Source: an optimization exercise on an open RTL-to-GDS flow (aim: small area and a short achievable clock period). Production flows keep margins and buffers that such runs may drop.
At most, simulation tests tie the RTL to the original design; equivalence was not proved.
No driver is modelled on the clock port, so clocking that relies on it looks cheaper here than on a real chip.

main:
==> flow/design.v (excerpt) <==
module montgomery_top (
    input           clk     ,
    input           rst_n   ,
    input           en      ,
    input   [11:0]  a       ,
    input   [11:0]  b       ,
    output          busy    ,
    output          done    ,
    output  [11:0]  r
);
reg [4:0] vld;
always @(posedge clk) begin
    if (!rst_n) vld <= 5'd0;
    else        vld <= {vld[3:0], en};
end
assign done = vld[4];
assign busy = en | done;
reg [11:0] a0, b0;
always @(posedge clk) begin
    a0 <= a;
    b0 <= b;
end
montgomery_multiply u_mm (.clk(clk), .a0(a0), .b0(b0), .r(r));
endmodule
make LEC_CHECK=0 ABC_CLOCK_PERIOD_IN_PS=3500 CAP_MARGIN=20 CORE_MARGIN=2 CORE_UTILIZATION=65 CTS_BUF_LIST=sky130_fd_sc_hd__clkbuf_8 CTS_CLUSTER_SIZE=40 SETUP_SLACK_MARGIN=4.4 SLEW_MARGIN=20 SYNTH_HIERARCHICAL=1 finish   # period 8.0 ns
run.sh (not shown) runs the stock make flow with config.mk's settings and CLKGATE_MAP_FILE= SYNTH_SCRIPT=/design/flow/synth_recipe.tcl, a recipe that flattens the netlist after the stock synthesis.
diff inputs: main => the feature branch
==> flow/flow/run.sh (new file) <==
#!/bin/bash
# Standard layout, with the port buffers made from the smallest plain buffer.
set -euo pipefail
bash standard.sh "BUFFER_PORTS_ARGS=-buffer_cell sky130_fd_sc_hd__buf_1" finish > standard_flow.log 2>&1
==> flow/standard.sh (new file) <==
#!/bin/bash
# synth_recipe.tcl (not shown) runs the flow's synth.tcl, then flattens the netlist and writes it again
# the make line also repeats each setting of config.mk as NAME=value (left out here)
make -C /OpenROAD-flow-scripts/flow DESIGN_CONFIG=/design/flow/config.mk WORK_HOME=/design/flow/orfs CLKGATE_MAP_FILE= SYNTH_SCRIPT=/design/flow/synth_recipe.tcl "${@:-finish}"
removed: flow/run.sh
==> comparison <==
The total area of multi-input combinational cells on the feature branch is in line with that on main. The feature branch: sequential share of layout area is 0.78 points higher than what main reported. Maximum achievable frequency across the feature branch and main: no real change. Lower worst hold margin among the feature branch and main: main. In the feature branch, the met3 wirelength from detailed routing came out about 2.6% below the value in main. Looking at share of cells above drive strength 1, the feature branch sits below main.
No run of this note included a check of the RTL's function; only the layout flow was run.


## run A
montgomery_top, a different RTL version from the one above (not shown whole).
For scale: roughly 700 cells after synthesis, roughly 8200 µm² of cells after synthesis.
export LEC_CHECK = 0
export ABC_CLOCK_PERIOD_IN_PS = 3500
export CAP_MARGIN = 20
export CORE_MARGIN = 2
export CORE_UTILIZATION = 65
export CTS_BUF_LIST = sky130_fd_sc_hd__clkbuf_8
export CTS_CLUSTER_SIZE = 40
export SETUP_SLACK_MARGIN = 4.6
export SLEW_MARGIN = 20
export SYNTH_HIERARCHICAL = 1
create_clock -name core_clock -period 8.0 [get_ports {clk}]
standard.sh (not shown) runs the stock make flow with config.mk's settings and CLKGATE_MAP_FILE= SYNTH_SCRIPT=/design/flow/synth_recipe.tcl, a recipe that flattens the netlist after the stock synthesis.
==> flow/flow/run.sh <==
#!/bin/bash
# Standard layout, with the port buffers made from the smallest plain buffer, no
# dummy loads in the clock tree, and busy's OR rebuilt as nor2 + inv (busy.tcl).
set -euo pipefail
here=$(pwd)
bash standard.sh "BUFFER_PORTS_ARGS=-buffer_cell sky130_fd_sc_hd__buf_1" \
  "CTS_ARGS=-sink_clustering_enable -repair_clock_nets -dont_use_dummy_load -sink_clustering_size 40 -buf_list sky130_fd_sc_hd__clkbuf_8" \
  "PRE_GLOBAL_PLACE_TCL=$here/flow/busy.tcl" "PRE_CTS_TCL=$here/flow/cts_pre.tcl" \
  finish > standard_flow.log 2>&1
==> flow/flow/busy.tcl <==
# Before global placement: rebuild busy = en | done as nor2 + inv, which is
# faster than an or2 on the input-to-output path. Same function.
set drv ""
foreach pin [get_pins -of_objects [get_nets busy]] {
  if {[get_property $pin direction] == "output"} { set drv $pin }
}
if {$drv != ""} {
  set inst [get_cells -of_objects $drv]
  set cell [get_property $inst ref_name]
  if {[string match "sky130_fd_sc_hd__or2_*" $cell]} {
    set name [get_property $inst name]
    set na [get_nets -of_objects [get_pins $name/A]]
    set nb [get_nets -of_objects [get_pins $name/B]]
    set ny [get_nets -of_objects [get_pins $name/X]]
    delete_instance $name
    set mid [make_net busy_nor_n]
    make_instance busy_nor sky130_fd_sc_hd__nor2_2
    make_instance busy_inv sky130_fd_sc_hd__inv_2
    connect_pin $na busy_nor/A
    connect_pin $nb busy_nor/B
    connect_pin $mid busy_nor/Y
    connect_pin $mid busy_inv/A
    connect_pin $ny busy_inv/Y
    foreach p {busy_nor/A busy_nor/B busy_nor/Y busy_inv/A busy_inv/Y} {
      if {[get_nets -quiet -of_objects [get_pins $p]] == ""} { error "busy.tcl: $p not connected" }
    }
    puts "busy.tcl: replaced $name ($cell) by nor2 + inv"
  }
}
==> flow/flow/cts_pre.tcl <==
set_max_fanout 40 [current_design]
Run A | status: complete | timing, DRC, antenna: pass
--- input diff run A..run B ---
Settings: setting PLACE_DENSITY to 0.75 for the first time.
==> flow/flow/run.sh <==
#!/bin/bash
# Standard layout, with the port buffers made from the smallest plain buffer, no
# dummy loads in the clock tree, and busy's OR rebuilt as nor2 + inv (busy.tcl).
set -euo pipefail
here=$(pwd)
bash standard.sh "BUFFER_PORTS_ARGS=-buffer_cell sky130_fd_sc_hd__buf_1" \
  "CTS_ARGS=-sink_clustering_enable -repair_clock_nets -dont_use_dummy_load -sink_clustering_size 40 -buf_list sky130_fd_sc_hd__clkbuf_8" \
  "PRE_GLOBAL_PLACE_TCL=$here/flow/busy.tcl" \
  finish > standard_flow.log 2>&1
removed: flow/flow/cts_pre.tcl
### Flow results
- Run B vs run A — detailed-routed wire length on met2 rose 3.4%.
- Delta (run B minus run A): routed wire length went up 3.4%; core utilization went up; proportion of cell area occupied by multi-input gates went down.
The inputs of run C differ from those of run B as listed below.
Settings: changing SETUP_SLACK_MARGIN from 4.6 to 4.4; removing PLACE_DENSITY (formerly 0.75).
==> flow/flow/run.sh <==
#!/bin/bash
# Standard layout, with the port buffers made from the smallest plain buffer and
# no dummy loads in the clock tree.
set -euo pipefail
bash standard.sh "BUFFER_PORTS_ARGS=-buffer_cell sky130_fd_sc_hd__buf_1" \
  "CTS_ARGS=-sink_clustering_enable -repair_clock_nets -dont_use_dummy_load -sink_clustering_size 40 -buf_list sky130_fd_sc_hd__clkbuf_8" \
  finish > standard_flow.log 2>&1
removed: flow/flow/busy.tcl
Results
Delta (run C minus run B): detailed placement HPWL down about 2.7%; register area down 0.52%; least setup slack across all paths after layout down 0.049 ns; wire length down about 7%.
[inputs] run D vs run C
Settings: SETUP_SLACK_MARGIN changed from 4.4 to 4.5.
==> flow/flow/run.sh <==
#!/bin/bash
# Standard layout, with the port buffers made from the smallest plain buffer, no
# dummy loads in the clock tree, and busy's OR rebuilt as nor2 + inv (busy.tcl).
set -euo pipefail
here=$(pwd)
bash standard.sh "BUFFER_PORTS_ARGS=-buffer_cell sky130_fd_sc_hd__buf_1" \
  "CTS_ARGS=-sink_clustering_enable -repair_clock_nets -dont_use_dummy_load -sink_clustering_size 40 -buf_list sky130_fd_sc_hd__clkbuf_8" \
  "PRE_GLOBAL_PLACE_TCL=$here/flow/busy.tcl" \
  finish > standard_flow.log 2>&1
==> flow/flow/busy.tcl (new file) <==
# Before global placement: rebuild busy = en | done as nor2 + inv, which is
# faster than an or2 on the input-to-output path. Same function.
set drv ""
foreach pin [get_pins -of_objects [get_nets busy]] {
  if {[get_property $pin direction] == "output"} { set drv $pin }
}
if {$drv != ""} {
  set inst [get_cells -of_objects $drv]
  set cell [get_property $inst ref_name]
  if {[string match "sky130_fd_sc_hd__or2_*" $cell]} {
    set name [get_property $inst name]
    set na [get_nets -of_objects [get_pins $name/A]]
    set nb [get_nets -of_objects [get_pins $name/B]]
    set ny [get_nets -of_objects [get_pins $name/X]]
    delete_instance $name
    set mid [make_net busy_nor_n]
    make_instance busy_nor sky130_fd_sc_hd__nor2_2
    make_instance busy_inv sky130_fd_sc_hd__inv_2
    connect_pin $na busy_nor/A
    connect_pin $nb busy_nor/B
    connect_pin $mid busy_nor/Y
    connect_pin $mid busy_inv/A
    connect_pin $ny busy_inv/Y
    foreach p {busy_nor/A busy_nor/B busy_nor/Y busy_inv/A busy_inv/Y} {
      if {[get_nets -quiet -of_objects [get_pins $p]] == ""} { error "busy.tcl: $p not connected" }
    }
    puts "busy.tcl: replaced $name ($cell) by nor2 + inv"
  }
}
Notes after the runs:
- Run D completed; timing, DRC and antenna clean
- Number of cells upsized or downsized after cts, run C and run D: lower on run C
- Run C and run D ended up with nearly the same number of sequential storage elements.
- Going from run C to run D, final cell count now larger, detailed-routing wirelength on met1 moved up, non-clock buffer count increased by 11% relative to the old numbers.
- Run D vs run C: wire length down slightly
- Going from run C to run D, the share of final-layout standard cells stronger than drive strength 1 was found to have gone up by 1.5 points.

separate check: timing with driven ports:
Ports are ideal in the flow. The routed layouts listed here were re-timed in OpenROAD.
Step 1 sets driving cells, clkbuf_16 on the clock port and buf_2 on the other inputs (assumed; they add their load-dependent delay and slew).
Step 2 times the ports against the registers' clock, not the clock port: input delays grow and output delays shrink by t, the midpoint of the rising clock arrivals with the driver on.
a / b / c = no drivers / after step 1 / after step 2; a / b = the first two.
run | t (ns) | slack for setup (ns) | pins driven straight from the clock port
main | 0.483 | 4.394 / 4.369 / 4.369 | 1
the feature branch | 0.477 | 4.387 / 4.356 / 4.356 | 1
run A | 0.463 | 4.485 / 4.440 / 4.440 | 1
run B | 0.475 | 4.458 / 4.422 / 4.422 | 1
run C | 0.463 | 4.409 / 4.385 / 4.385 | 1
run D | 0.456 | 4.471 / 4.436 / 4.436 | 1
After both steps setup and hold are still met in every run listed. For run A, which loses most, drivers alone change the setup slack by -0.045 ns; drivers and shift together by -0.045 ns.
